Source: an optimization exercise on an open RTL-to-GDS flow (aim: small area, a short achievable clock period and few clock cycles per item). Production flows keep margins and buffers that such runs may drop. At most, simulation tests tie the RTL to the original design; equivalence was not proved. Function not checked in runs 3 to 7: the RTL went through the layout flow alone.

### flow/config.mk
export PLATFORM = sky130hd
export DESIGN_NAME = hft
export DESIGN_NICKNAME = hft
export VERILOG_FILES = /design/flow/design.v
export SDC_FILE = /design/flow/constraint.sdc
export NUM_CORES = 4
export LEC_CHECK = 0
export CAP_MARGIN = 20
export CORE_MARGIN = 2
export CORE_UTILIZATION = 55
export CTS_BUF_LIST = sky130_fd_sc_hd__clkbuf_8 sky130_fd_sc_hd__clkbuf_16
export CTS_CLUSTER_DIAMETER = 80
export CTS_CLUSTER_SIZE = 30
export SETUP_SLACK_MARGIN = 4.2
export SLEW_MARGIN = 20
export TNS_END_PERCENT = 5
### flow/constraint.sdc
create_clock -name core_clock -period 8.0 [get_ports {s_aclk}]
set_input_delay 1.6000 -clock core_clock [delete_from_list [all_inputs] [get_ports {s_aclk}]]
set_output_delay 1.6000 -clock core_clock [all_outputs]
set_load 0.01 [all_outputs]
### flow/design.v
module hft_div #(
    parameter SW = 30
)(
    input  wire          clk,
    input  wire          rst_n,
    input  wire          full,       
    input  wire          in_v,
    input  wire [31:0]   num,
    input  wire [26:0]   den,
    input  wire [SW-1:0] side_in,
    output wire          adv,        
    output wire          out_v,      
    output wire [6:0]    quotient,
    output wire [SW-1:0] side_out
);
    reg [26:0]   r  [0:5];
    reg [26:0]   d  [0:5];
    reg [6:0]    nq [0:6];    
    reg [SW-1:0] sd [0:6];
    reg [6:0]    v;           
    reg [6:0]    p;           
    reg [2:0]    wt;          
    wire rot = (wt != 3'd0) | (v[6] & full);
    assign adv      = ~rot;
    assign out_v    = v[6] & ~rot;
    assign quotient = nq[6];
    assign side_out = sd[6];
    integer k;
    reg [26:0] ri, di;
    reg [6:0]  ni;
    reg [28:0] t;
    always @(posedge clk) begin
        if (!rst_n) begin
            v  <= 0;
            wt <= 0;
        end else begin
            v <= {v[5:0], rot ? v[6] : in_v};
            if (wt != 3'd0)          wt <= wt - 3'd1;
            else if (v[6] & full)    wt <= 3'd6;
        end
    end
    always @(posedge clk) begin
        p <= {p[5:0], rot};
        for (k = 0; k < 7; k = k + 1) begin
            if (k == 0) begin
                ri = {2'b0, num[31:7]};
                di = den;
                ni = num[6:0];
            end else begin
                ri = r[k-1];
                di = d[k-1];
                ni = nq[k-1];
            end
            t = {1'b0, ri, ni[6]} - {2'b0, di};
            if (k < 6) begin
                r[k] <= t[28] ? {ri[25:0], ni[6]} : t[26:0];
                d[k] <= di;
            end
            if (k == 0) begin
                nq[0] <= rot ? {nq[6][5:0], nq[6][6]} : {ni[5:0], ~t[28]};
                sd[0] <= rot ? sd[6] : side_in;
            end else begin
                nq[k] <= {ni[5:0], p[k-1] ? ni[6] : ~t[28]};
                sd[k] <= sd[k-1];
            end
        end
    end
endmodule
module hft #(
    parameter N_SHORT = 12,
    parameter N_LONG  = 26,
    parameter N_RSI = 14
)(
    input  wire        s_aclk,
    input  wire        s_aresetn,
    input  wire        s_axis_tvalid,
    input  wire        m_axis_tready,
    input  wire        s_axis_tlast,
    input  wire [31:0] s_axis_tdata,
    output wire        s_axis_tready,
    output wire        m_axis_tvalid,
    output wire        m_axis_tlast,
    output wire [31:0] m_axis_macd_tdata,
    output wire [31:0] m_axis_rsi_tdata
);
    integer i;
    reg        ov, kv;
    reg [27:0] o_macd, k_macd;
    reg [6:0]  o_rsi, k_rsi;
    reg        o_last, k_last;
    wire adv;                        
    assign s_axis_tready = adv;
    reg        v0, t0;
    reg [31:0] x0;
    always @(posedge s_aclk) begin
        if (!s_aresetn) v0 <= 0;
        else if (adv)   v0 <= s_axis_tvalid;
        if (adv) begin
            x0 <= s_axis_tdata;
            t0 <= s_axis_tlast;
        end
    end
    reg [31:0] w [0:N_LONG-1];
    reg [4:0]  cnt;                  
    reg        f1, f12, f14, f26;    
    reg        v1, t1, pnz1;
    reg [32:0] d1, e12, e26, so1;
    reg [32:0] sl [0:N_RSI-1];
    wire [31:0] prev  = f1  ? w[0]  : 32'd0;
    wire [31:0] old12 = f12 ? w[N_SHORT-1] : 32'd0;
    wire [31:0] old26 = f26 ? w[N_LONG-1]  : 32'd0;
    wire        go1   = adv & v0;
    wire [4:0]  cnt_n = (cnt == 5'd26) ? cnt : cnt + 5'd1;
    always @(posedge s_aclk) begin
        if (go1) begin
            w[0] <= x0;
            for (i = 1; i < N_LONG; i = i + 1) w[i] <= w[i-1];
        end
        if (adv) begin
            d1   <= {1'b0, x0} - {1'b0, prev};
            e12  <= {1'b0, x0} - {1'b0, old12};
            e26  <= {1'b0, x0} - {1'b0, old26};
            pnz1 <= |prev;
            so1  <= f14 ? (v1 ? sl[N_RSI-2] : sl[N_RSI-1]) : 33'd0;
            t1   <= t0;
        end
    end
    always @(posedge s_aclk) begin
        if (!s_aresetn) begin
            cnt <= 0; f1 <= 0; f12 <= 0; f14 <= 0; f26 <= 0; v1 <= 0;
        end else begin
            if (adv) v1 <= v0;
            if (go1) begin
                cnt <= cnt_n;
                f1  <= 1'b1;
                f12 <= cnt_n >= 5'd12;
                f14 <= cnt_n >= 5'd14;
                f26 <= cnt_n >= 5'd26;
            end
        end
    end
    reg [35:0] s12;
    reg [36:0] s26;
    reg        v2, t2, pnz2;
    reg [32:0] gd2, ld2;
    wire        go2  = adv & v1;
    wire [32:0] g_new = d1[32]  ? 33'd0 : {1'b0, d1[31:0]};
    wire [32:0] g_old = so1[32] ? 33'd0 : {1'b0, so1[31:0]};
    wire [32:0] m_new = d1[32]  ? d1  : 33'd0;    
    wire [32:0] m_old = so1[32] ? so1 : 33'd0;
    always @(posedge s_aclk) begin
        if (go2) begin
            sl[0] <= pnz1 ? d1 : so1;
            for (i = 1; i < N_RSI; i = i + 1) sl[i] <= sl[i-1];
        end
        if (adv) begin
            gd2 <= g_new - g_old;       
            pnz2 <= pnz1;
            ld2 <= m_old - m_new;       
            t2  <= t1;
        end
    end
    always @(posedge s_aclk) begin
        if (!s_aresetn) begin
            s12 <= 0; s26 <= 0; v2 <= 0;
        end else begin
            if (adv) v2 <= v1;
            if (go2) begin
                s12 <= s12 + {{3{e12[32]}}, e12};
                s26 <= s26 + {{4{e26[32]}}, e26};
            end
        end
    end
    reg [35:0] gs, ls;
    reg [36:0] p3, q3;
    reg        v3, t3;
    wire       go3 = adv & v2 & pnz2;
    always @(posedge s_aclk) begin
        if (!s_aresetn) begin
            gs <= 0; ls <= 0; v3 <= 0;
        end else begin
            if (adv) v3 <= v2;
            if (go3) begin
                gs <= gs + {{3{gd2[32]}}, gd2};
                ls <= ls + {{3{ld2[32]}}, ld2};
            end
        end
        if (adv) begin
            p3 <= {1'b0, s12} + ({1'b0, s12} << 2);
            q3 <= s26 + (s26 << 1);
            t3 <= t2;
        end
    end
    reg        v4, t4;
    reg [25:0] ag4, al4;
    reg [26:0] ah4, bh4;
    wire [35:0] ag_full = (gs << 6) + (gs << 3) + gs;    
    wire [35:0] al_full = (ls << 6) + (ls << 3) + ls;
    wire [36:0] a_full  = p3 + (p3 << 4);                
    wire [36:0] b_full  = q3 + (q3 << 2) + (q3 << 3);    
    always @(posedge s_aclk) begin
        if (!s_aresetn) v4 <= 0;
        else if (adv)   v4 <= v3;
        if (adv) begin
            ag4 <= ag_full[35:10];
            al4 <= al_full[35:10];
            ah4 <= a_full[36:10];
            bh4 <= b_full[36:10];
            t4  <= t3;
        end
    end
    reg        v5, t5, lz5;
    reg [31:0] num5;
    reg [26:0] den5;
    reg [27:0] macd5;
    wire [31:0] ag4w = {6'd0, ag4};
    wire [31:0] num_full = (ag4w << 6) + (ag4w << 5) + (ag4w << 2);
    always @(posedge s_aclk) begin
        if (!s_aresetn) v5 <= 0;
        else if (adv)   v5 <= v4;
        if (adv) begin
            num5  <= num_full;
            den5  <= {1'b0, ag4} + {1'b0, al4};
            lz5   <= ~|al4;
            macd5 <= {1'b0, ah4} - {1'b0, bh4};
            t5    <= t4;
        end
    end
    wire        vq;
    wire [6:0]  q;
    wire [29:0] side;
    hft_div #(.SW(30)) u_div (
        .clk      (s_aclk),
        .rst_n    (s_aresetn),
        .full     (kv),
        .in_v     (v5),
        .num      (num5),
        .den      (den5),
        .side_in  ({lz5, t5, macd5}),
        .adv      (adv),
        .out_v    (vq),
        .quotient (q),
        .side_out (side)
    );
    wire [6:0]  rsi_n  = side[29] ? 7'd100 : q;
    wire [27:0] macd_n = side[27:0];
    wire        last_n = side[28];
    wire push   = vq;
    wire o_load = ~ov | m_axis_tready;
    always @(posedge s_aclk) begin
        if (!s_aresetn) begin
            ov <= 0; kv <= 0;
        end else begin
            if (o_load) begin
                ov  <= kv | push;
                kv  <= 1'b0;
            end else if (push) begin
                kv  <= 1'b1;
            end
        end
        if (o_load) begin
            o_macd <= kv ? k_macd : macd_n;
            o_rsi  <= kv ? k_rsi  : rsi_n;
            o_last <= kv ? k_last : last_n;
        end
        if (!kv) begin
            k_macd <= macd_n;
            k_rsi  <= rsi_n;
            k_last <= last_n;
        end
    end
    assign m_axis_tvalid     = ov;
    assign m_axis_tlast      = o_last;
    assign m_axis_macd_tdata = {{4{o_macd[27]}}, o_macd};
    assign m_axis_rsi_tdata  = {25'd0, o_rsi};
endmodule
### flow/run.sh
#!/bin/bash
# synth_recipe.tcl (not shown) runs the flow's synth.tcl, then flattens the netlist and writes it again
# the make line also repeats each setting of config.mk as NAME=value (left out here)
make -C /OpenROAD-flow-scripts/flow DESIGN_CONFIG=/design/flow/config.mk WORK_HOME=/design/flow/orfs CLKGATE_MAP_FILE= SYNTH_SCRIPT=/design/flow/synth_recipe.tcl finish
==> results of run 1 <==
==> per-stage QoR <==
stage                     util [%]  instance area (um2)  setup WS [ns]
final                         59.9               126000           4.21
after global routing          59.9               126000           4.02
after CTS                     59.6               125000           3.88
after detailed placement      57.3               120000           3.54
after global placement        57.3               120000           3.60
after floorplan                  -               117000           4.16
==> routing by layer <==
| metal | wire [um] | part of all wire (%) |
|---|---|---|
| met1 | 110000 | 44 |
| met2 | 123000 | 50 |
| met4 | 7860 | 3.2 |
| met3 | 7240 | 2.9 |
| met5 | 13 | 0.0052 |
==> critical path: cells and delay by family (launching register included) <==
family / cells / cell delay, ns
fa+ha+maj: 1 / 0.23
buf+inv: 3 / 0.43
flops: 1 / 0.37
simple gates: 2 / 0.32
==> layout make-up <==
type | count | area (um2) | area share, %
multi-input cells | 5921 | 43400 | 34.5
clock buffers | 143 | 3560 | 2.83
flip-flops and latches | 2631 | 71100 | 56.5
well taps | 2805 | 3510 | 2.79
inverters | 425 | 1640 | 1.30
clock inverters | 89 | 1120 | 0.892
repair buffers | 146 | 1460 | 1.16
diodes | 4 | 10.0 | 0.00796
repair inverters | 1 | 8.76 | 0.00696
==> synthesized netlist by cell type (all sizes together) (44+ instances only) <==
cell	number
edfxtp	1834
dfxtp	797
ha	772
nand2	766
a21oi	655
nor2	488
inv	423
xnor2	383
o21ai	370
a21o	318
xor2	189
nor2b	165
clkbuf	143
nand3	139
nand2b	135
fa	133
o21a	130
nor3	123
mux2	119
a211oi	97
o21bai	76
nand4	68
and2	67
a31oi	65
and3	64
mux2i	58
buf	51
o211ai	46
or3	45
o31ai	44
==> repair_timing <==
item                       CTS  global route
pin swaps                    3            17
setup endpoints to repair  386           795
setup buffers                3            18
cloned                       2             2
resized for setup           21            78
==> cells in the final DEF, fill, tap and decap left out, types with 79 or more instances in the layout <==
master	instances
ha_1	772
o21a_1	130
a21oi_1	650
o21ai_0	309
nor3_1	120
nor2b_1	164
a211oi_1	91
xor2_1	189
a21o_1	318
edfxtp_1	1834
inv_1	437
clkbuf_16	143
xnor2_1	383
nand3_1	138
mux2_2	79
dfxtp_1	781
nand2_1	745
nor2_1	486
fa_1	133
nand2b_1	134
==> state kept, by name (all words and copies together), names as in the netlist, 30 cells and up <==
register	cells
x0	32
u_div.sd	210
num5	30
w	832
p3	37
s12	36
s26	37
sl	462
e12	33
d1	33
so1	33
u_div.d	162
ld2	33
gd2	33
u_div.nq	49
u_div.r	162
e26	33
gs	36
ls	36
q3	37
==> final timing paths <==
| kind | from | end | cells past startpoint |
|---|---|---|---|
| setup / recovery | u_div.wt[0]$_SDFFE_PN0N_ | s_axis_tready | 6 |
| hold / removal | u_div.sd[2][18]$_DFF_P_ | u_div.sd[3][18]$_DFF_P_ | 0 |
| setup reg to reg | s26[1]$_SDFFE_PN0P_ | q3[34]$_DFFE_PP_ | 11 |
| hold reg to reg | u_div.sd[2][18]$_DFF_P_ | u_div.sd[3][18]$_DFF_P_ | 0 |
==> cells by family after synthesis <==
kind of cell	count (synthesis)	share of synthesized area [%]
mux	177	1.65
flops	2631	61.0
xor+xnor	572	4.30
other cells	1	0.00322
buf+inv	619	2.14
fa+ha+maj	905	10.6
compound gates	2072	11.5
simple gates	2170	8.84
==> run summary, run 1 <==
* IO Port Bufs at 78
* Synth area leaders: edfxtp_1 (47%), dfxtp_1 (14%), ha_1 (8.3%), xnor2_1 (2.9%), a21oi_1 (2.8%)
* WHS at 0.301 ns
* Worst Skew at around 0.051 ns
* Main synth FF type: edfxtp_1
* DRT antenna net count at 0
* Period utilization at 47.3%
* Placer Congestion at about 0.89
* Dpl cells at 11,904
* Starting density of the core at 55.5%
* Die height at 464 um
* First drt pass iteration count at 7
* Yosys top cell by area: edfxtp_1
* Cells after Synth at 9,147
* FP Rows at ~170
* Clock Path Buffers at 3
* Worst setup SP type: register
* Routed vias at roughly 68,000
* Via density at 5.63
* Initial antenna violation count at 6
* CP max stage cell: dfxtp_1
* Seq/Total Area, Yosys at 61.0%
* Worst Path Arrival at about 2.2 ns
* Share of post-route cells with drive strength above 1 at 5.71%
* H-Tree Depth at 4
* Width of the die at 464 um
* R2r setup slk at 4.23 ns
* Global Route met3 Usage at 2.54%
* Total GRT Usage at 22.7%
* Type of the worst setup path: reg -> out
* Placed wire-length estimate at 183 mm
* Post-synth top area share at 47.3%
* Routed WL at 248 mm
* Class of the worst hold path: reg -> reg
* Number of global-route vias before repair at 66,499
* Post-Syn Area at 116,000 um2
* Yosys reg bits at roughly 2,600
* Worst Tran Pin Value at 1.10 ns
* Max Cap Viol at 0
* GRT overflow at 0
* Io pins at 104
* DIE AREA at 215,000 um2
* Hold-fix buffers, CTS at 0
* Total clock sinks at 2,631
* Core Footprint at 210,000 um2
* Worst setup EP type: primary output
* Net count, final at 10,207
* DR WL/cell at 20.4 um
* Worst Path Required at 6.40 ns
* Post-Layout Cell Count at about 12,000
* Global route hottest layer: met2
* GR Layer Usage met1 at approximately 30%
* Clk slew on worst S/H paths at 0.09 ns
* Avg Synthesized Cell Area at around 13 um2
* Number of enable flip-flop cells after synthesis at 1,834
* Max-slew violation count at 0
* First-pass GRT wire length at 380 mm
* Hold Vio Cnt, Final at 0
* Slew headroom at 26.8%
* Final setup vio count at 0
* CTS tree: yes
* DRC at 0
* Distinct cells, synth at 97
* P&R area growth vs syn at 7.99%
* Fin crit period at 3.79 ns
* # fillers at between 15,000 and 20,000
* M2 GR Usage at 39.3%
* Max incr delay on CP at 0.37 ns
* Crit-path max FO at 29
* Cell chain of the critical path: inv_1 > ha_1 > nor2b_4 > nand2_4 > clkinv_16 > buf_2
* Status: finished clean
* Total Neg Setup Slack at 0 ns
* Num CTS Buffers at 139
* Root buffer cell: clkbuf_16
* Async S/R FF share, synth at 0%
* Synth Warn # at 8
* RSZ-0062 raised after global routing: yes
* Largest net degree at the start of global routing at 189
* Max Clk Rate at 264 MHz
* Iteration-0 DRC Markers at 4,545
* Clock latency (worst-skew pair) at 0.84 ns
Testbench counts, summed over its fixed seeds: cycles 2,160, items 2,048.
==> run 2: changes to the inputs <==
--- a/flow/config.mk
+++ b/flow/config.mk
@@ -9,3 +9,3 @@
 export CORE_MARGIN = 2
-export CORE_UTILIZATION = 55
+export CORE_UTILIZATION = 60
 export CTS_BUF_LIST = sky130_fd_sc_hd__clkbuf_8 sky130_fd_sc_hd__clkbuf_16
@@ -13,3 +13,4 @@
 export CTS_CLUSTER_SIZE = 30
-export SETUP_SLACK_MARGIN = 4.2
+export PLACE_DENSITY = 0.65
+export SETUP_SLACK_MARGIN = 4.5
 export SLEW_MARGIN = 20
==> run summary, run 2 <==
* Cell chain of the critical path: clkdlybuf4s50_1
* # fillers at 14,085 (-15%)
* Placed wire-length estimate at 166 mm (-9.2%)
* R2R cell count at 12 (+1)
* Net count, final at 10,258 (+0.50%)
* Max Cap Viol at 0 (unchanged)
* Routed wl met3 at 8.77 mm (+21%)
* First-pass GRT wire length at 361 mm (-5.0%)
* RSZ-0062 raised after global routing: yes
* Worst Path Arrival at 2.08 ns (-0.11 ns)
* DR WL/cell at 19.5 um (-4.6%)
* Wl on met1 at 109 mm (-0.83%)
* Core Util, Final at 65.6% (+5.7 points)
* DRC at 0 (unchanged)
* Most frequent cell after synthesis: edfxtp_1
* Via density at 5.73 (+1.8%)
* Total clock sinks at 2,631 (unchanged)
* Largest register FFs at 832 (unchanged)
* Seq/Total Area, Yosys at 61.0% (unchanged)
* Dpl cells at 11,627 (-2.3%)
* Top flop regs: w x832, sl x462, u_div.sd x210
* Synth area leaders: edfxtp_1 (47%), dfxtp_1 (14%), ha_1 (8.3%), xnor2_1 (2.9%), a21oi_1 (2.8%)
* Distinct cells, synth at 97 (unchanged)
* WL met2 at 106 mm (-14%)
* Design area at 127,000 um2 (+0.62%)
* Hold Vio Cnt, Final at 0 (unchanged)
* CTS tree: yes
* Total GRT Usage at 23.2% (+0.57 points)
* Post-Syn Area at 116,000 um2 (unchanged)
* Max Clk Rate at 271 MHz (+2.8%)
* Routed WL at 233 mm (-6.3%)
* H-Tree Depth at 4 (unchanged)
* Crit-path max FO at 1 (-97%)
* Worst Path Required at 6.40 ns (about the same)
* R2r setup slk at 4.41 ns (+0.18 ns)
* Most frequent cells in the layout: edfxtp_1 (1,834), dfxtp_1 (763), ha_1 (757)
* Class of the worst hold path: reg -> reg
* Largest Register: w
* P&R area growth vs syn at 8.66%
* DRT antenna net count at 0 (unchanged)
* Die height at 445 um (-4.2%)
* Hold-fix buffers, CTS at 0 (unchanged)
* Num CTS Buffers at 138 (-0.72%)
* Routed vias at 68,428 (-0.041%)
* Clk slew on worst S/H paths at 0.10 ns (about the same)
* Status: finished clean
* Seq. cell area at 71,100 um2 (about the same)
* Area of the multi-input gates at 44,000 um2 (+1.3%)
* Number of global-route vias before repair at 66,562 (+0.095%)
* Largest net degree at the start of global routing at 201 (+6.3%)
* Number of enable flip-flop cells after synthesis at 1,834 (unchanged)
* Hold path cells at 0 (unchanged)
* Placer Congestion at 0.901 (+0.68%)
* Yosys reg bits at 2,631 (unchanged)
* Area post-placement at 120,000 um2 (-0.27%)
* Clock latency (worst-skew pair) at 0.85 ns (about the same)
* Post-Layout Cell Count at 11,945 (-1.8%)
* Worst setup EP type: primary output
* Type of the worst setup path: reg -> out
* Worst Tran Pin Value at 1.15 ns (+0.0490 ns)
* Fin crit period at 3.68 ns (-0.104 ns)
* Main synth FF type: edfxtp_1
* Synth top cells by count: edfxtp_1 (1,834), dfxtp_1 (797), ha_1 (772), nand2_1 (748), a21oi_1 (655)
* Max Used Layer: met4
* DIE AREA at 198,000 um2 (-8.3%)
* Most common cell after layout, fill and taps aside: edfxtp_1
* Max incr delay on CP at 0.77 ns (+0.40 ns)
* Initial antenna violation count at 11 (+5)
* Width of the die at 445 um (-4.2%)
* First drt pass iteration count at 6 (-1)
* Stages on the worst setup path at 1 (-5)
* Crit-path leading delay family: buffers and inverters
* GRT overflow at 0 (unchanged)
* Share of post-route cells with drive strength above 1 at 7.24% (+1.5 points)
* Final setup vio count at 0 (unchanged)
* Worst Skew at 0.0537 ns (+0.00278 ns)
* IO Port Bufs at 78 (unchanged)
* Iteration-0 DRC Markers at 4,467 (-1.7%)
* Starting density of the core at 60.4% (+5.0 points)
* Total Neg Setup Slack at 0 ns (unchanged)
* Core Footprint at 193,000 um2 (-8.2%)
* Io pins at 104 (unchanged)
* Period utilization at 46.0% (-1.3 points)
* Synth Warn # at 8 (unchanged)
* CP max stage cell: clkdlybuf4s50_1
* Buffers & Inverters on Critical Path at 1 (-2)
* Max-slew violation count at 0 (unchanged)
* Post-synth top area share at 47.3% (unchanged)
* Cells after Synth at 9,147 (unchanged)
* Slew headroom at 23.5% (-3.3 points)
* FP Rows at 161 (-4.2%)
* Yosys top cell by area: edfxtp_1
* Async S/R FF share, synth at 0% (unchanged)
* Avg Synthesized Cell Area at 12.7 um2 (unchanged)
* Clock Path Buffers at 3 (unchanged)
* Worst setup SP type: register
* Root buffer cell: clkbuf_16
-- run 2: cell count changes in the layout (fill, tap and decap cells not counted), sizes merged, moves of 2 or more --
cell      delta
clkbuf       +2
clkinvlp     +2
buf         +45
inv          +6
bufinv       -2
clkinv       +5
-- run 2: final timing paths --
kind / from / endpoint
worst max-delay path: o_macd[5]$_DFFE_PP_ / m_axis_macd_tdata[5]
worst min-delay path: u_div.d[1][24]$_DFF_P_ / u_div.d[2][24]$_DFF_P_
worst max register to register: s26[0]$_SDFFE_PN0P_ / q3[33]$_DFFE_PP_
worst min register to register: u_div.d[1][24]$_DFF_P_ / u_div.d[2][24]$_DFF_P_
-- run 2: metrics by stage --
| step | worst slack, ns | hold WS [ns] |
|---|---|---|
| after floorplan | 4.27 | 0.310 |
| after global placement | 3.79 | 0.310 |
| after detailed placement | 3.73 | 0.312 |
| after CTS | 4.28 | 0.325 |
| after global routing | 4.21 | 0.332 |
| final | 4.32 | 0.324 |
-- run 2: cells by family (layout without fill, tap and decap cells) --
kind of cell | count (synthesis) | count (layout) | share of synthesized area (%)
DFF | 2631 | 2631 | 61.0
and+or+nand+nor | 2170 | 2170 | 8.84
AOI/OAI and AO/OA | 2072 | 2073 | 11.5
adders and majority gates | 905 | 905 | 10.6
buffers and inverters | 619 | 863 | 2.14
xor gates and xnor gates | 572 | 572 | 4.30
muxes | 177 | 177 | 1.65
other | 1 | 28 | 0.00322
-- run 2: repair_timing --
| item | CTS | global route |
|---|---|---|
| pin swaps | 34 | 38 |
| setup buffers | 38 | 26 |
| resized for setup | 123 | 110 |
| cloned | 5 | 6 |
| endpoints found under the setup margin | 1153 | 874 |
-- run 2: metal layers --
layer,up-vias,GRT usage [%]
met5,-,0
met4,0,7.97
met3,337,2.70
met2,1294,37.2
met1,33057,33.2
li1,33740,-
-- run 2: final cells by class --
class / instances / area share (%)
well taps: 2526 / 2.50
clock buffers: 142 / 2.80
repair buffers: 195 / 1.53
flip-flops and latches: 2631 / 56.2
clock inverters: 98 / 0.890
multi-input cells: 5922 / 34.7
inverters: 425 / 1.31
diodes: 3 / 0.00593
repair inverters: 3 / 0.0386
==> run 3: changes to the inputs <==
--- a/flow/design.v
+++ b/flow/design.v
@@ -6,2 +6,3 @@
     input  wire          full,       
+    input  wire          full_nx,    
     input  wire          in_v,
@@ -11,2 +12,3 @@
     output wire          adv,        
+    output reg           rdy,        
     output wire          out_v,      
@@ -31,10 +33,12 @@
     reg [28:0] t;
+    wire [2:0] wt_nx = (wt != 3'd0) ? wt - 3'd1 : ((v[6] & full) ? 3'd6 : 3'd0);
     always @(posedge clk) begin
         if (!rst_n) begin
-            v  <= 0;
-            wt <= 0;
-        end else begin
-            v <= {v[5:0], rot ? v[6] : in_v};
-            if (wt != 3'd0)          wt <= wt - 3'd1;
-            else if (v[6] & full)    wt <= 3'd6;
+            v   <= 0;
+            wt  <= 0;
+            rdy <= 1'b1;
+        end else begin
+            v   <= {v[5:0], rot ? v[6] : in_v};
+            wt  <= wt_nx;
+            rdy <= ~((wt_nx != 3'd0) | (v[5] & full_nx));
         end
@@ -91,3 +95,4 @@
     wire adv;                        
-    assign s_axis_tready = adv;
+    wire rdy;                        
+    assign s_axis_tready = rdy;
     reg        v0, t0;
@@ -229,2 +234,3 @@
     wire        vq;
+    wire        kv_nx = ~(~ov | m_axis_tready) & (kv | vq);    
     wire [6:0]  q;
@@ -235,2 +241,3 @@
         .full     (kv),
+        .full_nx  (kv_nx),
         .in_v     (v5),
@@ -240,2 +247,3 @@
         .adv      (adv),
+        .rdy      (rdy),
         .out_v    (vq),
--- a/flow/config.mk
+++ b/flow/config.mk
@@ -9,3 +9,3 @@
 export CORE_MARGIN = 2
-export CORE_UTILIZATION = 60
+export CORE_UTILIZATION = 55
 export CTS_BUF_LIST = sky130_fd_sc_hd__clkbuf_8 sky130_fd_sc_hd__clkbuf_16
@@ -13,5 +13,3 @@
 export CTS_CLUSTER_SIZE = 30
-export PLACE_DENSITY = 0.65
-export SETUP_SLACK_MARGIN = 4.5
+export SETUP_SLACK_MARGIN = 4.8
 export SLEW_MARGIN = 20
-export TNS_END_PERCENT = 5
==> run summary, run 3 <==
* Status: finished clean
* Starting density of the core at 55.3% (-5.1 points)
* Routed WL at 259 mm (+11%)
* DRT antenna net count at 0 (unchanged)
* First-pass GRT wire length at 386 mm (+6.9%)
* Most frequent cells in the layout: edfxtp_1 (1,834), dfxtp_1 (708), nand2_1 (667)
* Net count, final at 10,427 (+1.6%)
* WHS at 0.327 ns (+0.00301 ns)
* # fillers at 15,264 (+8.4%)
* Synth area leaders: edfxtp_1 (48%), dfxtp_1 (14%), ha_1 (8.4%), xnor2_1 (3.3%), a21oi_1 (2.8%)
* Cell chain of the critical path: nand2_2 > ha_4 > inv_2 > fa_2 > a21o_1 > a21oi_2 > o21ai_2 > a2111oi_4 > a211oi_2 > o2111ai_2 > a21oi_2 > or2_1 > a221o_1 > a41o_1 > mux2i_1 > nand4_1
* Avg Synthesized Cell Area at 13.0 um2 (+2.1%)
* Max Cap Viol at 0 (unchanged)
* Cells after Synth at 8,822 (-3.6%)
* Hold Vio Cnt, Final at 0 (unchanged)
* Placer Congestion at 0.919 (+2.0%)
* P&R area growth vs syn at 17.7%
* Crit-path max FO at 6 (+5)
* Buffers & Inverters on Critical Path at 1 (unchanged)
* Total GRT Usage at 23.6% (+0.41 points)
* Most common cell after layout, fill and taps aside: edfxtp_1
* Number of enable flip-flop cells after synthesis at 1,834 (unchanged)
* Placed wire-length estimate at 168 mm (+1.4%)
* RSZ-0062 raised after global routing: yes
* DRC at 0 (unchanged)
* Global route hottest layer: met2
* Distinct cells, synth at 98 (+1.0%)
* Most frequent cell after synthesis: edfxtp_1
* Worst Path Required at 8.57 ns (+2.17 ns)
* Synth Warn # at 8 (unchanged)
* R2R cell count at 16 (+4)
* Main synth FF type: edfxtp_1
* DP Worst Slack at 3.34 ns (-0.384 ns)
* Post-synth top area share at 48.0% (+0.72 points)
* Worst setup SP type: register
* Stages on the worst setup path at 16 (+15)
* Largest net degree at the start of global routing at 200 (-0.50%)
* Largest register FFs at 832 (unchanged)
* Via density at 5.55 (-3.0%)
* DR WL/cell at 20.9 um (+7.5%)
* Global Route met3 Usage at 2.56% (-0.14 points)
* IO Port Bufs at 78 (unchanged)
* Worst setup margin at 4.13 ns (-0.191 ns)
* Max incr delay on CP at 0.50 ns (-0.27 ns)
* Reg2reg end: ld2[32]$_DFFE_PP_
* R2r startpoint: so1[32]$_SDFFCE_PN0P_
* Synth top cells by count: edfxtp_1 (1,834), dfxtp_1 (798), ha_1 (772), nand2_1 (726), a21oi_1 (650)
* Async S/R FF share, synth at 0% (unchanged)
* Fin crit period at 3.87 ns (+0.191 ns)
* Num CTS Buffers at 141 (+2.2%)
* Largest Register: w
* Core Footprint at 207,000 um2 (+7.5%)
* CTS tree: yes
* CP max stage cell: edfxtp_1
* Die height at 461 um (+3.6%)
* R2r setup slk at 4.13 ns (-0.28 ns)
* First drt pass iteration count at 5 (-1)
* Top flop regs: w x832, sl x462, u_div.sd x210
* Routed vias at 68,747 (+0.47%)
* GRT overflow at 0 (unchanged)
* Share of post-route cells with drive strength above 1 at 20.3% (+13 points)
* Area post-placement at 119,000 um2 (-1.1%)
* Initial antenna violation count at 7 (-4)
* Clock latency (worst-skew pair) at 0.85 ns (about the same)
* Worst Tran Pin Value at 1.11 ns (-0.0363 ns)
* Root buffer cell: clkbuf_16
* M2 GR Usage at 43.2% (+6.0 points)
* Final setup vio count at 0 (unchanged)
* Clk slew on worst S/H paths at 0.11 ns (about the same)
* Iteration-0 DRC Markers at 4,502 (+0.78%)
* Worst setup EP type: register
* Core Util, Final at 65.2% (-0.49 points)
* FP Rows at 167 (+3.7%)
* Width of the die at 461 um (+3.6%)
* Seq/Total Area, Yosys at 61.9% (+0.95 points)
* Number of global-route vias before repair at 68,724 (+3.2%)
* GR Layer Usage met1 at 28.1% (-5.1 points)
* Slew headroom at 25.8% (+2.3 points)
* Most used cell along the critical path: a21oi_2
* Worst Setup EP: ld2[32]$_DFFE_PP_
* Total Neg Setup Slack at 0 ns (unchanged)
* Crit-path leading delay family: compound AO/OA/AOI/OAI gates
* Yosys reg bits at 2,632 (+0.038%)
* Type of the worst setup path: reg -> reg
* H-Tree Depth at 4 (unchanged)
* Yosys top cell by area: edfxtp_1
* Max-slew violation count at 0 (unchanged)
* Class of the worst hold path: reg -> reg
* Crit path launch: so1[32]$_SDFFCE_PN0P_
* Design area at 135,000 um2 (+6.7%)
* Max Clk Rate at 258 MHz (-4.9%)
* Worst Path Arrival at 4.45 ns (+2.37 ns)
* Worst Skew at 0.0540 ns (+0.000370 ns)
* Clock Path Buffers at 3 (unchanged)
* Post-Syn Area at 115,000 um2 (-1.5%)
* Total clock sinks at 2,632 (+0.038%)
* Period utilization at 48.4% (+2.4 points)
* Io pins at 104 (unchanged)
* DIE AREA at 212,000 um2 (+7.4%)
[run 3: cell count changes in the layout (fill, tap and decap cells not counted), moves of 96 or more]
cell and change:
buf_4 +308, nor2_1 -140, a21oi_1 -139, a21oi_2 +117
o21ai_0 -107, buf_6 +106, ha_1 -96
[run 3: logic make-up (layout without fill, tap and decap cells)]
kind of cell	Yosys count	count (layout)	synth area share, %
AO/OA/AOI/OAI	1884	1884	10.5
adder cells (fa/ha/maj)	905	905	10.7
AND/OR/NAND/NOR	1982	1985	8.19
XOR/XNOR	619	619	4.73
other	1	29	0.00327
multiplexers	192	192	1.83
buffers and inverters	607	1344	2.10
flip-flops	2632	2632	61.9
[run 3: worst min path at each step]
stage          cells past startpoint                      end                    start  slack [ns]
2_1_floorplan                      0   u_div.nq[1][1]$_DFF_P_   u_div.nq[0][0]$_DFF_P_        0.31
3_3_place_gp                       0  u_div.sd[5][26]$_DFF_P_  u_div.sd[4][26]$_DFF_P_        0.31
3_5_place_dp                       0   u_div.nq[2][1]$_DFF_P_   u_div.nq[1][0]$_DFF_P_        0.31
4_1_cts                            0   u_div.nq[4][1]$_DFF_P_   u_div.nq[3][0]$_DFF_P_        0.33
5_1_grt                            0   u_div.nq[4][1]$_DFF_P_   u_div.nq[3][0]$_DFF_P_        0.33
6_report                           0   u_div.nq[4][1]$_DFF_P_   u_div.nq[3][0]$_DFF_P_        0.33
[run 3: final cells by class]
class / instances / area, um2 / area share, %
sequential: 2632 / 71200 / 52.8
multi-input combinational: 5610 / 47000 / 34.8
timing repair buffer: 663 / 6740 / 4.99
clock buffer: 145 / 3620 / 2.68
tap: 2788 / 3490 / 2.58
inverter: 436 / 1730 / 1.28
clock inverter: 99 / 1200 / 0.888
timing repair inverter: 1 / 11.3 / 0.00834
antenna: 4 / 10.0 / 0.00741
[run 3: metal layers]
metal / share of wire, % / vias to the layer above
met5: 0.0050 / -
met4: 4.9 / 2
met3: 2.8 / 504
met2: 52 / 1236
met1: 41 / 33695
li1: - / 33310
[run 3: repair_timing]
item / 4_1_cts / 5_1_grt
setup endpoints to repair: 995 / 1287
cloned: 29 / 16
gates resized for setup: 1085 / 568
buffers inserted: 321 / 182
hold buffers: 0 / 0
pin swaps: 447 / 446
[run 3: stage by stage]
| stage | cells |
|---|---|
| after floorplan | 8846 |
| after global placement | 11582 |
| after detailed placement | 11582 |
| after CTS | 12176 |
| after global routing | 12375 |
| final | 12378 |
==> run 4: changes to the inputs <==
--- a/flow/config.mk
+++ b/flow/config.mk
@@ -13,3 +13,3 @@
 export CTS_CLUSTER_SIZE = 30
-export SETUP_SLACK_MARGIN = 4.8
+export SETUP_SLACK_MARGIN = 4.2
 export SLEW_MARGIN = 20
==> run summary, run 4 <==
* Status: finished clean
* GRT overflow at 0 (unchanged)
* Total Neg Setup Slack at 0 ns (unchanged)
* P&R area growth vs syn at 9.68%
* Net count, final at 9,989 (-4.2%)
* Worst setup margin at 4.05 ns (-0.0752 ns)
* Crit-path max FO at 5 (-1)
* Async S/R FF share, synth at 0% (unchanged)
* Slew headroom at 26.8% (+0.99 points)
* Avg Synthesized Cell Area at 13.0 um2 (unchanged)
* Cells after Synth at 8,822 (unchanged)
* Root buffer cell: clkbuf_16
* Yosys reg bits at 2,632 (unchanged)
* Max-slew violation count at 0 (unchanged)
* H-Tree Depth at 4 (unchanged)
* Total GRT Usage at 21.8% (-1.8 points)
* Placed wire-length estimate at 167 mm (-1.1%)
* # fillers at 16,217 (+6.2%)
* DR WL/cell at 19.5 um (-6.6%)
* Num CTS Buffers at 138 (-2.1%)
* WHS at 0.310 ns (-0.0173 ns)
* DIE AREA at 212,000 um2 (unchanged)
* Dpl cells at 11,584 (+0.017%)
* Most frequent cell after synthesis: edfxtp_1
* Worst setup SP type: register
* Fin crit period at 3.95 ns (+0.0752 ns)
* DRC at 0 (unchanged)
* Hold Vio Cnt, Final at 0 (unchanged)
* Total clock sinks at 2,632 (unchanged)
* Iteration-0 DRC Markers at 4,581 (+1.8%)
* DP Worst Slack at 3.44 ns (+0.0936 ns)
* Most frequent cells in the layout: edfxtp_1 (1,834), ha_1 (760), dfxtp_1 (759)
* Synth top cells by count: edfxtp_1 (1,834), dfxtp_1 (798), ha_1 (772), nand2_1 (726), a21oi_1 (650)
* First drt pass iteration count at 5 (unchanged)
* Top flop regs: w x832, sl x462, u_div.sd x210
* Worst Path Arrival at 4.54 ns (+0.09 ns)
* Clock latency (worst-skew pair) at 0.84 ns (about the same)
* Synth area leaders: edfxtp_1 (48%), dfxtp_1 (14%), ha_1 (8.4%), xnor2_1 (3.3%), a21oi_1 (2.8%)
* Initial antenna violation count at 2 (-5)
* Number of global-route vias before repair at 64,443 (-6.2%)
* CP max stage cell: edfxtp_1
* Seq/Total Area, Yosys at 61.9% (unchanged)
* Core Footprint at 207,000 um2 (unchanged)
* Clock Path Buffers at 3 (unchanged)
* Post-Syn Area at 115,000 um2 (unchanged)
* Max Cap Viol at 0 (unchanged)
* Crit-path leading delay family: compound AO/OA/AOI/OAI gates
* IO Port Bufs at 78 (unchanged)
* Routed WL at 233 mm (-9.9%)
* Die height at 461 um (unchanged)
* Class of the worst hold path: reg -> reg
* Yosys top cell by area: edfxtp_1
* Type of the worst setup path: reg -> reg
* Clk slew on worst S/H paths at 0.10 ns (about the same)
* Most common cell after layout, fill and taps aside: edfxtp_1
* First-pass GRT wire length at 359 mm (-6.9%)
* Post-Layout Cell Count at 11,937 (-3.6%)
* Starting density of the core at 55.3% (unchanged)
* Largest net degree at the start of global routing at 220 (+10%)
* Worst Tran Pin Value at 1.10 ns (-0.0136 ns)
* Largest Register: w
* RSZ-0062 raised after global routing: yes
* Worst Skew at 0.0415 ns (-0.0125 ns)
* Max Clk Rate at 253 MHz (-1.9%)
* Largest register FFs at 832 (unchanged)
* Period utilization at 49.4% (+0.94 points)
* Share of post-route cells with drive strength above 1 at 8.61% (-12 points)
* Cell chain of the critical path: buf_6 > nand2_4 > ha_4 > inv_2 > fa_2 > a21o_1 > a21oi_2 > o21ai_2 > a2111oi_4 > a211oi_2 > o2111ai_2 > a21oi_2 > or2_1 > a221o_1 > a41o_1 > buf_4 > xor2_1
* Distinct cells, synth at 98 (unchanged)
* FP Rows at 167 (unchanged)
* Max incr delay on CP at 0.51 ns (about the same)
* Post-synth top area share at 48.0% (unchanged)
* DRT antenna net count at 0 (unchanged)
* Io pins at 104 (unchanged)
* Final setup vio count at 0 (unchanged)
* Worst Path Required at 8.59 ns (+0.02 ns)
* Width of the die at 461 um (unchanged)
* Most used cell along the critical path: a21oi_2
* Buffers & Inverters on Critical Path at 3 (+2)
* Routed vias at 65,806 (-4.3%)
* CTS tree: yes
* Number of enable flip-flop cells after synthesis at 1,834 (unchanged)
* Main synth FF type: edfxtp_1
* Synth Warn # at 8 (unchanged)
* Placer Congestion at 0.890 (-3.2%)
* Worst setup EP type: register
* Hold-fix buffers, CTS at 0 (unchanged)
* Via density at 5.51 (-0.74%)
[run 4: cell type report]
cell class	instances	area (um2)	share of cell area (%)
antenna	1	2.50	0.00199
multi-input combinational	5608	42400	33.7
timing repair buffer	231	2340	1.86
tap	2788	3490	2.77
clock inverter	94	1070	0.848
inverter	436	1690	1.34
clock buffer	147	3640	2.90
sequential	2632	71100	56.5
[run 4: worst paths after layout]
| check | start | to | slack (ns) | cells past startpoint |
|---|---|---|---|---|
| setup / recovery | so1[32]$_SDFFCE_PN0P_ | ld2[30]$_DFFE_PP_ | 4.05 | 17 |
| hold reg to reg | u_div.sd[0][14]$_DFF_P_ | u_div.sd[1][14]$_DFF_P_ | 0.31 | 0 |
| setup reg to reg | so1[32]$_SDFFCE_PN0P_ | ld2[30]$_DFFE_PP_ | 4.05 | 17 |
| hold / removal | u_div.sd[0][14]$_DFF_P_ | u_div.sd[1][14]$_DFF_P_ | 0.31 | 0 |
[run 4: metal layers]
| metal | track usage, % | up-vias | part of all wire, % |
|---|---|---|---|
| met4 | 7.09 | 0 | 3.2 |
| met3 | 2.40 | 330 | 3.2 |
| met5 | 0 | - | 0 |
| li1 | - | 32426 | - |
| met2 | 36.7 | 1060 | 48 |
| met1 | 29.6 | 31990 | 46 |
[run 4: through the flow]
stage,util (%),instance area [um2]
after floorplan,-,115000
final,60.7,126000
after CTS,60.1,125000
after global routing,60.7,126000
after detailed placement,57.3,119000
after global placement,57.3,119000
[run 4: cell families after synthesis]
kind of cell	Yosys count	synth area share, %
flops	2632	61.9
simple gates	1982	8.19
compound gates	1884	10.5
fa+ha+maj	905	10.7
xor+xnor	619	4.73
buf+inv	607	2.10
mux	192	1.83
other cells	1	0.00327
[run 4: repair_timing]
action                                  CTS  global route
pin swaps                                59            91
gates cloned                              3             4
setup buffers                            47            56
endpoints found under the setup margin  328           529
resized for setup                       162           169
[run 4: worst reg2reg max path: stages, from the launching register on]
cell,delay (ns)
edfxtp_1,0.51
buf_6,0.18
nand2_4,0.05
ha_4,0.13
inv_2,0.04
fa_2,0.36
a21o_1,0.18
a21oi_2,0.18
o21ai_2,0.11
a2111oi_4,0.40
a211oi_2,0.11
o2111ai_2,0.28
a21oi_2,0.12
or2_1,0.24
a221o_1,0.35
a41o_1,0.22
buf_4,0.14
xor2_1,0.13
==> run 5: changes to the inputs <==
--- a/flow/config.mk
+++ b/flow/config.mk
@@ -13,3 +13,3 @@
 export CTS_CLUSTER_SIZE = 30
-export SETUP_SLACK_MARGIN = 4.2
+export SETUP_SLACK_MARGIN = 3.8
 export SLEW_MARGIN = 20
==> run summary, run 5 <==
* Status: finished clean
* Synth area leaders: edfxtp_1 (48%), dfxtp_1 (14%), ha_1 (8.4%), xnor2_1 (3.3%), a21oi_1 (2.8%)
* Via density at 5.49 (-0.42%)
* Hold-fix buffers, CTS at 0 (unchanged)
* Synth Warn # at 8 (unchanged)
* Final setup vio count at 0 (unchanged)
* Net count, final at 9,897 (-0.92%)
* CTS tree: yes
* Worst Path Required at 8.59 ns (about the same)
* Cells after Synth at 8,822 (unchanged)
* Total Neg Setup Slack at 0 ns (unchanged)
* Routed vias at 65,007 (-1.2%)
* Most common cell after layout, fill and taps aside: edfxtp_1
* Clock latency (worst-skew pair) at 0.84 ns (about the same)
* Worst setup EP type: register
* Iteration-0 DRC Markers at 4,421 (-3.5%)
* Number of enable flip-flop cells after synthesis at 1,834 (unchanged)
* Class of the worst hold path: reg -> reg
* Starting density of the core at 55.3% (unchanged)
* R2r setup slk at 3.97 ns (-0.08 ns)
* H-Tree Depth at 4 (unchanged)
* FP Rows at 167 (unchanged)
* Worst Tran Pin Value at 1.02 ns (-0.0804 ns)
* Dpl cells at 11,585 (+0.0086%)
* Num CTS Buffers at 141 (+2.2%)
* DIE AREA at 212,000 um2 (unchanged)
* Fin crit period at 4.03 ns (+0.0837 ns)
* Post-Syn Area at 115,000 um2 (unchanged)
* Period utilization at 50.4% (+1.0 points)
* Most frequent cells in the layout: edfxtp_1 (1,834), dfxtp_1 (783), ha_1 (772)
* Routed WL at 229 mm (-1.8%)
* Async S/R FF share, synth at 0% (unchanged)
* Most frequent cell after synthesis: edfxtp_1
* Post-Layout Cell Count at 11,842 (-0.80%)
* Max-slew violation count at 0 (unchanged)
* Io pins at 104 (unchanged)
* Avg Synthesized Cell Area at 13.0 um2 (unchanged)
* Width of the die at 461 um (unchanged)
* Largest net degree at the start of global routing at 203 (-7.7%)
* Seq/Total Area, Yosys at 61.9% (unchanged)
* DR WL/cell at 19.3 um (-1.0%)
* Largest Register: w
* Yosys top cell by area: edfxtp_1
* IO Port Bufs at 78 (unchanged)
* Post-synth top area share at 48.0% (unchanged)
* Main synth FF type: edfxtp_1
* Max Clk Rate at 248 MHz (-2.1%)
* Number of global-route vias before repair at 63,755 (-1.1%)
* Yosys reg bits at 2,632 (unchanged)
* Clock Path Buffers at 3 (unchanged)
* Worst Path Arrival at 4.62 ns (+0.08 ns)
* Root buffer cell: clkbuf_16
* DRC at 0 (unchanged)
* Max Cap Viol at 0 (unchanged)
* Largest register FFs at 832 (unchanged)
* Hold Vio Cnt, Final at 0 (unchanged)
* Clk slew on worst S/H paths at 0.11 ns (about the same)
* Type of the worst setup path: reg -> reg
* Placer Congestion at 0.887 (-0.34%)
* Initial antenna violation count at 2 (unchanged)
* Total clock sinks at 2,632 (unchanged)
* # fillers at 16,229 (+0.074%)
* Core Footprint at 207,000 um2 (unchanged)
* Crit-path max FO at 5 (unchanged)
* First-pass GRT wire length at 355 mm (-1.3%)
* Slew headroom at 32.2% (+5.4 points)
* Die height at 461 um (unchanged)
* Distinct cells, synth at 98 (unchanged)
* Worst setup SP type: register
* Top flop regs: w x832, sl x462, u_div.sd x210
* Share of post-route cells with drive strength above 1 at 6.11% (-2.5 points)
* GRT overflow at 0 (unchanged)
* Total GRT Usage at 21.5% (-0.30 points)
* Placed wire-length estimate at 166 mm (-0.55%)
* P&R area growth vs syn at 8.17%
* RSZ-0062 raised after global routing: yes
* Synth top cells by count: edfxtp_1 (1,834), dfxtp_1 (798), ha_1 (772), nand2_1 (726), a21oi_1 (650)
* First drt pass iteration count at 7 (+2)
* DRT antenna net count at 0 (unchanged)
* Worst Skew at 0.0441 ns (+0.00254 ns)
[run 5: stage by stage]
stage | hold WS [ns] | utilization, % | setup WS, ns | instance area (um2)
final | 0.315 | 59.9 | 3.97 | 124000
after CTS | 0.317 | 59.7 | 3.80 | 124000
after floorplan | 0.310 | - | 3.92 | 115000
after global placement | 0.310 | 57.3 | 3.39 | 119000
after global routing | 0.325 | 59.9 | 3.76 | 124000
after detailed placement | 0.312 | 57.3 | 3.34 | 119000
[run 5: final timing paths]
check / endpoint / cells past startpoint / start
max: bh4[26]$_DFFE_PP_ / 16 / q3[2]$_DFFE_PP_
min: u_div.nq[3][3]$_DFF_P_ / 0 / u_div.nq[2][2]$_DFF_P_
max reg2reg: bh4[26]$_DFFE_PP_ / 16 / q3[2]$_DFFE_PP_
min reg2reg: u_div.nq[3][3]$_DFF_P_ / 0 / u_div.nq[2][2]$_DFF_P_
[run 5: cells by family after synthesis]
kind of cell | after synthesis | share of synthesized area [%]
flops | 2632 | 61.9
simple gates | 1982 | 8.19
compound gates | 1884 | 10.5
fa+ha+maj | 905 | 10.7
xor+xnor | 619 | 4.73
buf+inv | 607 | 2.10
mux | 192 | 1.83
other cells | 1 | 0.00327
[run 5: final cells by class]
class	instances	area [um2]	share of cell area [%]
Tap cell	2788	3490	2.81
Inverter	436	1680	1.35
Multi-Input combinational cell	5607	41600	33.5
Clock inverter	90	1130	0.914
Clock buffer	149	3710	2.99
Sequential cell	2632	71100	57.3
Antenna cell	3	7.51	0.00605
Timing Repair Buffer	137	1370	1.10
[run 5: what timing repair did]
action / 4_1_cts / 5_1_grt
gates cloned: 0 / 2
pin swaps: 2 / 15
setup endpoints to repair: 133 / 395
buffers inserted: 3 / 10
gates resized for setup: 34 / 51
hold endpoints to repair: 0 / 0
[run 5: per-layer routing]
metal / track usage [%] / vias to the layer above / wire [um]
li1: - / 32186 / -
met1: 29.2 / 31591 / 106000
met2: 36.3 / 927 / 110000
met3: 2.19 / 303 / 6160
met4: 7.04 / 0 / 7430
met5: 0 / - / 0
[run 5: worst max-delay path, stage by stage, from the launching register on]
cell      delay [ns]
edfxtp_1        0.37
inv_1           0.09
fa_1            0.54
inv_1           0.04
ha_1            0.26
a41o_1          0.25
a221oi_1        0.27
o21a_1          0.22
nor3b_1         0.09
o31a_1          0.40
a31o_4          0.28
nand4b_1        0.10
and3_1          0.22
o21ai_0         0.13
or2_2           0.32
a21oi_2         0.15
xnor2_1         0.07
==> run 6: changes to the inputs <==
--- a/flow/config.mk
+++ b/flow/config.mk
@@ -13,3 +13,4 @@
 export CTS_CLUSTER_SIZE = 30
-export SETUP_SLACK_MARGIN = 3.8
+export SETUP_SLACK_MARGIN = 4.8
 export SLEW_MARGIN = 20
+export TNS_END_PERCENT = 5
==> run summary, run 6 <==
* Worst Path Required at 8.56 ns (-0.03 ns)
* Synth area leaders: edfxtp_1 (48%), dfxtp_1 (14%), ha_1 (8.4%), xnor2_1 (3.3%), a21oi_1 (2.8%)
* Dpl cells at 11,581 (-0.035%)
* Worst Tran Pin Value at 1.23 ns (+0.210 ns)
* FP Rows at 167 (unchanged)
* Most frequent cells in the layout: edfxtp_1 (1,834), dfxtp_1 (749), nand2_1 (717), ha_1 (717), a21oi_1 (609)
* Initial antenna violation count at 3 (+1)
* H-Tree Depth at 4 (unchanged)
* Area post-placement at 119,000 um2 (about the same)
* Worst setup SP type: register
* Crit-path leading delay family: compound AO/OA/AOI/OAI gates
* Async S/R FF share, synth at 0% (unchanged)
* DR WL/cell at 20.3 um (+4.8%)
* Avg Synthesized Cell Area at 13.0 um2 (unchanged)
* WHS at 0.322 ns (+0.00676 ns)
* Status: finished clean
* Distinct cells, synth at 98 (unchanged)
* Core Util, Final at 61.8% (+1.9 points)
* Max incr delay on CP at 0.53 ns (about the same)
* Worst Path Arrival at 4.41 ns (-0.21 ns)
* Number of enable flip-flop cells after synthesis at 1,834 (unchanged)
* GRT overflow at 0 (unchanged)
* Fin crit period at 3.85 ns (-0.184 ns)
* Worst setup EP type: register
* Clock Path Buffers at 3 (unchanged)
* Root buffer cell: clkbuf_16
* Io pins at 104 (unchanged)
* Largest Register: w
* DIE AREA at 212,000 um2 (unchanged)
* Yosys reg bits at 2,632 (unchanged)
* RSZ-0062 raised after global routing: yes
* Synth top cells by count: edfxtp_1 (1,834), dfxtp_1 (798), ha_1 (772), nand2_1 (726), a21oi_1 (650)
* Most frequent cell after synthesis: edfxtp_1
* Placed wire-length estimate at 167 mm (+1.1%)
* Cell chain of the critical path: nand2_1 > ha_2 > inv_2 > fa_2 > a21o_1 > a21oi_2 > o21ai_2 > a2111oi_4 > a211oi_2 > o2111ai_2 > a21oi_2 > or2_1 > a221o_1 > a41o_1 > mux2i_1 > nand4_1
* DRC at 0 (unchanged)
* Routed vias at 66,735 (+2.7%)
* Largest net degree at the start of global routing at 204 (+0.49%)
* Stages on the worst setup path at 16 (unchanged)
* Die height at 461 um (unchanged)
* Top flop regs: w x832, sl x462, u_div.sd x210
* CTS tree: yes
* Starting density of the core at 55.3% (unchanged)
* Yosys top cell by area: edfxtp_1
* # fillers at 15,974 (-1.6%)
* Max-slew violation count at 0 (unchanged)
* DRT antenna net count at 0 (unchanged)
* Placer Congestion at 0.884 (-0.29%)
* Period utilization at 48.1% (-2.3 points)
* Max Clk Rate at 260 MHz (+4.8%)
* Number of global-route vias before repair at 65,993 (+3.5%)
* IO Port Bufs at 78 (unchanged)
* Seq/Total Area, Yosys at 61.9% (unchanged)
* Design area at 128,000 um2 (+3.2%)
* Via density at 5.54 (+0.90%)
* Most common cell after layout, fill and taps aside: edfxtp_1
* Crit-path max FO at 8 (+3)
* Cells after Synth at 8,822 (unchanged)
* Largest register FFs at 832 (unchanged)
* Max Cap Viol at 0 (unchanged)
* R2R cell count at 16 (unchanged)
* Net count, final at 10,102 (+2.1%)
* Final setup vio count at 0 (unchanged)
* Post-Syn Area at 115,000 um2 (unchanged)
* Clock latency (worst-skew pair) at 0.85 ns (about the same)
* First-pass GRT wire length at 370 mm (+4.3%)
* CP max stage cell: edfxtp_1
* Width of the die at 461 um (unchanged)
* Post-synth top area share at 48.0% (unchanged)
* Num CTS Buffers at 141 (unchanged)
* Buffers & Inverters on Critical Path at 1 (-1)
* First drt pass iteration count at 5 (-2)
* Total Neg Setup Slack at 0 ns (unchanged)
* Most used cell along the critical path: a21oi_2
* Class of the worst hold path: reg -> reg
* Synth Warn # at 8 (unchanged)
* Total GRT Usage at 22.5% (+1.0 points)
* Main synth FF type: edfxtp_1
* Hold Vio Cnt, Final at 0 (unchanged)
* Hold path cells at 0 (unchanged)
* Share of post-route cells with drive strength above 1 at 11.0% (+4.9 points)
* Post-Layout Cell Count at 12,048 (+1.7%)
* Clk slew on worst S/H paths at 0.11 ns (about the same)
* Total clock sinks at 2,632 (unchanged)
* Iteration-0 DRC Markers at 4,773 (+8.0%)
* Type of the worst setup path: reg -> reg
* P&R area growth vs syn at 11.6%
* Slew headroom at 18.2% (-14 points)
* Worst Skew at 0.0512 ns (+0.00718 ns)
* Routed WL at 244 mm (+6.6%)
* Core Footprint at 207,000 um2 (unchanged)
[run 6: through the flow]
step	worst slack (ns)
after floorplan	4.29
after global placement	3.52
after detailed placement	3.50
after CTS	4.01
after global routing	3.96
final	4.15
[run 6: layout make-up]
cell class	count	area [um2]	share of cell area, %
Multi-Input combinational cell	5610	43400	33.9
Timing Repair Buffer	339	3500	2.74
Sequential cell	2632	71200	55.6
Antenna cell	3	7.51	0.00586
Clock buffer	147	3640	2.85
Inverter	436	1710	1.33
Tap cell	2788	3490	2.72
Clock inverter	93	1190	0.928
[run 6: what timing repair did]
action / CTS / global route
pin swaps: 125 / 116
endpoints found under the setup margin: 1261 / 1494
hold buffers: 0 / 0
setup buffers: 128 / 72
cloned: 12 / 11
endpoints found under the hold margin: 0 / 0
gates resized for setup: 305 / 221
[run 6: worst paths after layout]
check	from	to	slack, ns
worst min-delay path	u_div.sd[5][5]$_DFF_P_	u_div.sd[6][5]$_DFF_P_	0.32
worst max register to register	so1[32]$_SDFFCE_PN0P_	ld2[32]$_DFFE_PP_	4.15
worst min register to register	u_div.sd[5][5]$_DFF_P_	u_div.sd[6][5]$_DFF_P_	0.32
worst max-delay path	so1[32]$_SDFFCE_PN0P_	ld2[32]$_DFFE_PP_	4.15
[run 6: kinds of logic (layout without fill, tap and decap cells)]
logic type	count (synthesis)	count (layout)	synth area share, %
compound gates	1884	1884	10.5
xor+xnor	619	619	4.73
fa+ha+maj	905	905	10.7
buf+inv	607	1015	2.10
flops	2632	2632	61.9
mux	192	192	1.83
other cells	1	28	0.00327
simple gates	1982	1985	8.19
[run 6: layer usage]
| layer | vias up | GRT usage, % | share of wire, % |
|---|---|---|---|
| met1 | 32609 | 28.9 | 43 |
| met5 | - | 0 | 0 |
| met4 | 0 | 8.15 | 4.2 |
| li1 | 32629 | - | - |
| met2 | 1097 | 39.6 | 50 |
| met3 | 400 | 2.40 | 2.9 |
==> run 7: changes to the inputs <==
--- a/flow/config.mk
+++ b/flow/config.mk
@@ -13,4 +13,3 @@
 export CTS_CLUSTER_SIZE = 30
-export SETUP_SLACK_MARGIN = 4.8
+export SETUP_SLACK_MARGIN = 4.5
 export SLEW_MARGIN = 20
-export TNS_END_PERCENT = 5
==> run summary, run 7 <==
* Status: complete, but fails checks
* Failed Checks: capacitance limit, slew limit
* Period utilization at 48.0% (-0.071 points)
* CTS tree: yes
* Number of enable flip-flop cells after synthesis at 1,834 (unchanged)
* Most frequent cell after synthesis: edfxtp_1
* Async S/R FF share, synth at 0% (unchanged)
* Placed wire-length estimate at 165 mm (-1.4%)
* Type of the worst setup path: reg -> reg
* Worst setup EP type: register
* Total clock sinks at 2,632 (unchanged)
* Worst Skew at 0.0499 ns (-0.00132 ns)
* First-pass GRT wire length at 367 mm (-0.90%)
* Buffers & Inverters on Critical Path at 1 (unchanged)
* Placer Congestion at 0.900 (+1.8%)
* Core Footprint at 207,000 um2 (unchanged)
* Main synth FF type: edfxtp_1
* DP Worst Slack at 3.34 ns (-0.160 ns)
* Starting density of the core at 55.3% (unchanged)
* Width of the die at 461 um (unchanged)
* IO Port Bufs at 78 (unchanged)
* Worst Path Arrival at 4.41 ns (about the same)
* Post-Syn Area at 115,000 um2 (unchanged)
* Seq/Total Area, Yosys at 61.9% (unchanged)
* Mux cell area share after synthesis at 1.83% (unchanged)
* R2R cell count at 16 (unchanged)
* Worst Tran Pin Value at 1.78 ns (+0.555 ns)
* P&R area growth vs syn at 12.9%
* RSZ-0062 raised after global routing: yes
* Total GRT Usage at 22.3% (-0.22 points)
* DIE AREA at 212,000 um2 (unchanged)
* Clock Path Buffers at 3 (unchanged)
* Crit-path max FO at 5 (-3)
* FP Rows at 167 (unchanged)
* Worst setup SP type: register
* Initial antenna violation count at 4 (+1)
* First drt pass iteration count at 7 (+2)
* Post-Layout Cell Count at 12,109 (+0.51%)
* Num CTS Buffers at 140 (-0.71%)
* Io pins at 104 (unchanged)
* Clk slew on worst S/H paths at 0.11 ns (about the same)
* Max incr delay on CP at 0.50 ns (-0.03 ns)
* Hold Vio Cnt, Final at 0 (unchanged)
* Class of the worst hold path: reg -> reg
* Yosys reg bits at 2,632 (unchanged)
* Max Cap Viol at 1 (+1)
* Die height at 461 um (unchanged)
* Number of global-route vias before repair at 65,128 (-1.3%)
* Total Neg Setup Slack at 0 ns (unchanged)
* Xor/xnor share of the synthesized area at 4.73% (unchanged)
* Largest net degree at the start of global routing at 196 (-3.9%)
* Root buffer cell: clkbuf_16
* Iteration-0 DRC Markers at 4,367 (-8.5%)
* Avg Synthesized Cell Area at 13.0 um2 (unchanged)
* DRT antenna net count at 0 (unchanged)
* Synth area leaders: edfxtp_1 (48%), dfxtp_1 (14%), ha_1 (8.4%), xnor2_1 (3.3%), a21oi_1 (2.8%)
* CP max stage cell: edfxtp_1
* Main combinational cell family by area after synthesis: adder cells
* Max-slew violation count at 6 (+6)
* Final setup vio count at 0 (unchanged)
* Routed vias at 66,645 (-0.13%)
* Stages on the worst setup path at 16 (unchanged)
* Worst Path Required at 8.57 ns (about the same)
* Largest Register: w
* Crit-path leading delay family: compound AO/OA/AOI/OAI gates
* Distinct cells, synth at 98 (unchanged)
* Post-synthesis simple-gate area fraction at 8.19% (unchanged)
* Most common cell after layout, fill and taps aside: edfxtp_1
* Net count, final at 10,168 (+0.65%)
* Synth top cells by count: edfxtp_1 (1,834), dfxtp_1 (798), ha_1 (772), nand2_1 (726), a21oi_1 (650)
* Synth Warn # at 8 (unchanged)
* Dpl cells at 11,583 (+0.017%)
* Worst setup margin at 4.16 ns (+0.00565 ns)
* DRC at 0 (unchanged)
* Post-synth top area share at 48.0% (unchanged)
* Hold-fix buffers, CTS at 0 (unchanged)
* Adder-Cell Fraction of Synth Area at 10.7% (unchanged)
* Cells after Synth at 8,822 (unchanged)
* GRT overflow at 0 (unchanged)
* # fillers at 15,800 (-1.1%)
* Most frequent cells in the layout: edfxtp_1 (1,834), dfxtp_1 (726), nand2_1 (713)
* H-Tree Depth at 4 (unchanged)
* Max Clk Rate at 260 MHz (+0.15%)
* Slew headroom at -19.3% (-37 points)
* Via density at 5.50 (-0.64%)
* Share of post-route cells with drive strength above 1 at 13.3% (+2.3 points)
* Hold path cells at 0 (unchanged)
* Largest register FFs at 832 (unchanged)
* Routed WL at 241 mm (-1.2%)
* Clock latency (worst-skew pair) at 0.84 ns (about the same)
* DR WL/cell at 19.9 um (-1.7%)
* Cell chain of the critical path: nand2_1 > ha_2 > inv_2 > fa_2 > a21o_1 > a21oi_4 > o21ai_4 > a2111oi_4 > a211oi_2 > o2111ai_2 > a21oi_2 > or2_1 > a221o_1 > a41o_1 > mux2i_1 > nand4_1
* Top flop regs: w x832, sl x462, u_div.sd x210
* Fin crit period at 3.84 ns (-0.00565 ns)
* Yosys top cell by area: edfxtp_1
* Compound-Gate Fraction of Synth Area at 10.5% (unchanged)
[run 7: logic make-up (layout without fill, tap and decap cells)]
| kind of cell | count (synthesis) | in the layout |
|---|---|---|
| XOR/XNOR | 619 | 619 |
| AO/OA/AOI/OAI | 1884 | 1884 |
| AND/OR/NAND/NOR | 1982 | 1985 |
| other | 1 | 28 |
| flip-flops | 2632 | 2632 |
| adder cells (fa/ha/maj) | 905 | 905 |
| multiplexers | 192 | 192 |
| buffers and inverters | 607 | 1076 |
[run 7: routing by layer]
| metal | vias to the layer above | part of all wire [%] | wire (um) | GRT usage, % |
|---|---|---|---|---|
| li1 | 32768 | - | - | - |
| met1 | 32410 | 46 | 110000 | 30.4 |
| met2 | 1088 | 48 | 115000 | 37.3 |
| met4 | 2 | 3.7 | 8900 | 7.48 |
| met5 | - | 0.0054 | 13 | 0 |
| met3 | 377 | 3.2 | 7730 | 2.51 |
[run 7: what timing repair did]
| action | 4_1_cts | 5_1_grt |
|---|---|---|
| pin swaps | 155 | 232 |
| buffers inserted | 150 | 117 |
| setup endpoints to repair | 1001 | 707 |
| cloned | 14 | 8 |
| gates resized for setup | 401 | 379 |
[run 7: stage by stage]
step	hold slack (ns)	utilization, %	cell area [um2]
after CTS	0.325	61.1	127000
after detailed placement	0.312	57.3	119000
after global placement	0.310	57.3	119000
after global routing	0.328	62.5	130000
final	0.324	62.5	130000
after floorplan	0.310	-	115000
[run 7: final cells by class]
type	instances	area (um2)	area share, %
antenna	3	7.51	0.00580
clock buffer	148	3680	2.84
clock inverter	86	1100	0.850
inverter	436	1700	1.31
multi-input combinational	5610	44200	34.1
sequential	2632	71200	55.0
tap	2788	3490	2.69
timing repair buffer	406	4160	3.21
[run 7: worst paths after layout]
path                                                end  slack [ns]               startpoint
worst max-delay path                  ld2[32]$_DFFE_PP_        4.16    so1[32]$_SDFFCE_PN0P_
worst min-delay path            u_div.sd[3][29]$_DFF_P_        0.32  u_div.sd[2][29]$_DFF_P_
worst max register to register        ld2[32]$_DFFE_PP_        4.16    so1[32]$_SDFFCE_PN0P_
worst min register to register  u_div.sd[3][29]$_DFF_P_        0.32  u_div.sd[2][29]$_DFF_P_

==> what the ideal ports hide <==
In the flow no input, the clock included, has a driving cell. The finished layouts below were timed again as built, in two steps.
Step 1, drivers: a clkbuf_16 drives s_aclk and a buf_2 each remaining input, both assumed.
Step 2 also shifts input and output timing later by t, the mid clock arrival at the registers, as if the neighbouring blocks saw the same clock.
Slacks: ideal / step 1 / step 2; pairs: ideal / step 1.
run	t, ns	setup slack, ns	slew at the worst register clock pin (ns)	worst slew at a driven data input, ns
run 1	0.906	4.212 / 4.123 / 4.230	0.11 / 0.11	0.12
run 2	0.907	4.317 / 4.228 / 4.052	0.11 / 0.11	0.09
run 3	0.910	4.126 / 4.126 / 4.040	0.11 / 0.11	0.08
run 4	0.908	4.050 / 4.050 / 4.050	0.11 / 0.11	0.07
run 5	0.901	3.967 / 3.967 / 3.752	0.11 / 0.11	0.07
run 6	0.910	4.151 / 4.151 / 3.900	0.11 / 0.11	0.06
run 7	0.898	4.157 / 4.157 / 4.079	0.11 / 0.11	0.06
The setup slack of run 2, which loses most, moves by -0.089 ns with the drivers and by -0.265 ns with both steps.
